Background: an optimization exercise with open tools, aiming at small area. Do not read the settings as production practice.
In this exercise RTL edits were held to simulation tests only and were not proved equivalent to the original.
Power and IR drop assume default switching activity.

Design APP, start of the top module:
module APP (
  input CLK,
  input CLR,
  input CE,
  input BTN_FILL_FACTOR_INC,
  input BTN_FILL_FACTOR_DEC,
  input BTN_SEL_INC,
  input BTN_SEL_DEC,
  output [7:0] DISP_7SEG_DATA,
  output [7:0] DISP_7SEG_EN,
  output RGB_R_CH,
  output RGB_G_CH,
  output RGB_B_CH
);
Settings: LEC_CHECK=0, CAP_MARGIN=20, CORE_MARGIN=2, CORE_UTILIZATION=50, GPL_TIMING_DRIVEN=0, SLEW_MARGIN=20; clock period 10.0 ns.
standard.sh (not shown) runs the stock make flow with config.mk's settings and CLKGATE_MAP_FILE= SYNTH_SCRIPT=/design/flow/synth_recipe.tcl, a recipe that flattens the netlist after the stock synthesis.
==> flow/flow/run.sh <==
#!/bin/bash
# Standard ORFS layout with an area-oriented ABC mapping script (no adder
# extraction before it), small port
# buffers and a clock tree without dummy loads.
set -euo pipefail
HERE=$(pwd)
rm -rf "$HERE/scripts_local"
cp -r "$FLOW_HOME/scripts" "$HERE/scripts_local"
cp "$HERE/flow/abc_area.script" "$HERE/scripts_local/abc_area.script"
# Leave adders and counters to ABC instead of mapping them to half/full
# adder cells first (registers are not affected).
sed -i 's/^  extract_fa {\*}\[dont_use_extract_fa_args\]/  # extract_fa skipped/' "$HERE/scripts_local/synth.tcl"
grep -q "extract_fa skipped" "$HERE/scripts_local/synth.tcl"
bash standard.sh \
  SCRIPTS_DIR="$HERE/scripts_local" \
  ABC_AREA=1 \
  BUFFER_PORTS_ARGS="-buffer_cell sky130_fd_sc_hd__buf_1" \
  CTS_ARGS="-sink_clustering_enable -sink_clustering_size 100 -sink_clustering_max_diameter 500 -buf_list {sky130_fd_sc_hd__clkbuf_4 sky130_fd_sc_hd__clkbuf_8} -dont_use_dummy_load -repair_clock_nets" \
  finish > "$HERE/orfs_flow.log" 2>&1
==> flow/flow/abc_area.script <==
strash
&get -n
&st
&dch -f
&nf -R 1000
&put
The first run went through all stages and came out clean.
Edit:
--- a/flow/flow/run.sh
+++ b/flow/flow/run.sh
@@ -4 +4,2 @@
-# buffers and a clock tree without dummy loads.
+# buffers (also for synthesis pass-through buffers) and a clock tree
+# without dummy loads.
@@ -17,0 +19 @@
+  MIN_BUF_CELL_AND_PORTS="sky130_fd_sc_hd__buf_1 A X" \
CAP_MARGIN = 0   (was 20)
SLEW_MARGIN = 0   (was 20)
Cell area went down slightly.
Clock skew shrinks by 0.0041 ns.
Clock power stays flat.


Starting RTL as in the previous note.
export LEC_CHECK = 0
export CAP_MARGIN = 0
export CORE_MARGIN = 2
export CORE_UTILIZATION = 50
export GPL_TIMING_DRIVEN = 0
export SLEW_MARGIN = 0
create_clock -name core_clock -period 10.0 [get_ports {CLK}]
==> flow/flow/run.sh <==
#!/bin/bash
# Standard ORFS layout with an area-oriented ABC mapping script (no adder
# extraction before it), small port
# buffers and a clock tree without dummy loads.
set -euo pipefail
HERE=$(pwd)
rm -rf "$HERE/scripts_local"
cp -r "$FLOW_HOME/scripts" "$HERE/scripts_local"
cp "$HERE/flow/abc_area.script" "$HERE/scripts_local/abc_area.script"
# Leave adders and counters to ABC instead of mapping them to half/full
# adder cells first (registers are not affected).
sed -i 's/^  extract_fa {\*}\[dont_use_extract_fa_args\]/  # extract_fa skipped/' "$HERE/scripts_local/synth.tcl"
grep -q "extract_fa skipped" "$HERE/scripts_local/synth.tcl"
bash standard.sh \
  SCRIPTS_DIR="$HERE/scripts_local" \
  ABC_AREA=1 \
  BUFFER_PORTS_ARGS="-buffer_cell sky130_fd_sc_hd__buf_1" \
  CTS_ARGS="-sink_clustering_enable -sink_clustering_size 100 -sink_clustering_max_diameter 500 -buf_list {sky130_fd_sc_hd__clkbuf_4 sky130_fd_sc_hd__clkbuf_8} -dont_use_dummy_load -repair_clock_nets" \
  finish > "$HERE/orfs_flow.log" 2>&1
Scripts as last shown in full above: flow/flow/abc_area.script
The first run went through all stages and came out clean.
Rerun with:
--- a/flow/flow/run.sh
+++ b/flow/flow/run.sh
@@ -17,0 +18 @@
+  MIN_BUF_CELL_AND_PORTS="sky130_fd_sc_hd__buf_1 A X" \
- CAP_MARGIN: 0 -> 20
- SLEW_MARGIN: 0 -> 20
=> The changed run completed with no timing, DRC or antenna violations. Combinational power stays flat. Fmax went up by 8.3%. Utilization went up by 0.29 points. Synthesized cell count is unchanged. Register-to-register slack is better by 0.51 ns. Count of clock-buffer cells in the layout is unchanged. Power hardly moves. Setup slack is better by 0.49 ns. Via count stays flat.
Rerun with:
--- a/flow/flow/run.sh
+++ b/flow/flow/run.sh
@@ -18 +17,0 @@
-  MIN_BUF_CELL_AND_PORTS="sky130_fd_sc_hd__buf_1 A X" \
- GPL_TIMING_DRIVEN: 0 -> unset
The changed run completed without violations; wire length is about the same; setup slack improved by 0.41 ns; via count is about the same; die area barely changes; design area is about the same; power falls by 0.67%.

-- port drivers added, routing unchanged --
No port has a modelled driver above. Below, the same layouts with a new extraction and two added sets of constraints. Step 1, drivers: a clkbuf_16 drives CLK and a buf_2 each remaining input, both assumed. Step 2 adds t to the input delays and takes it off the output delays; t is the mean of the earliest and latest rising clock arrival at the registers after step 1. Input paths then give back, and output paths get back, about the clock's delay inside the block. Slacks: ideal / step 1 / step 2; pairs: ideal / step 1.
run	t, ns	setup WS [ns]	worst data-port slew with drivers (ns)
the first run of note 1	0.378	3.995 / 4.003 / 3.625	0.03
the second run of note 1	0.379	3.737 / 3.743 / 3.364	0.03
the first run of note 2	0.373	3.646 / 3.655 / 3.282	0.03
the second run of note 2	0.378	4.134 / 4.145 / 3.767	0.03
the third run of note 2	0.362	4.546 / 4.556 / 4.194	0.03
After both steps every run listed still meets setup and hold. The setup slack of the second run of note 1, which loses most, moves by +0.006 ns with the drivers and by -0.373 ns with both steps.
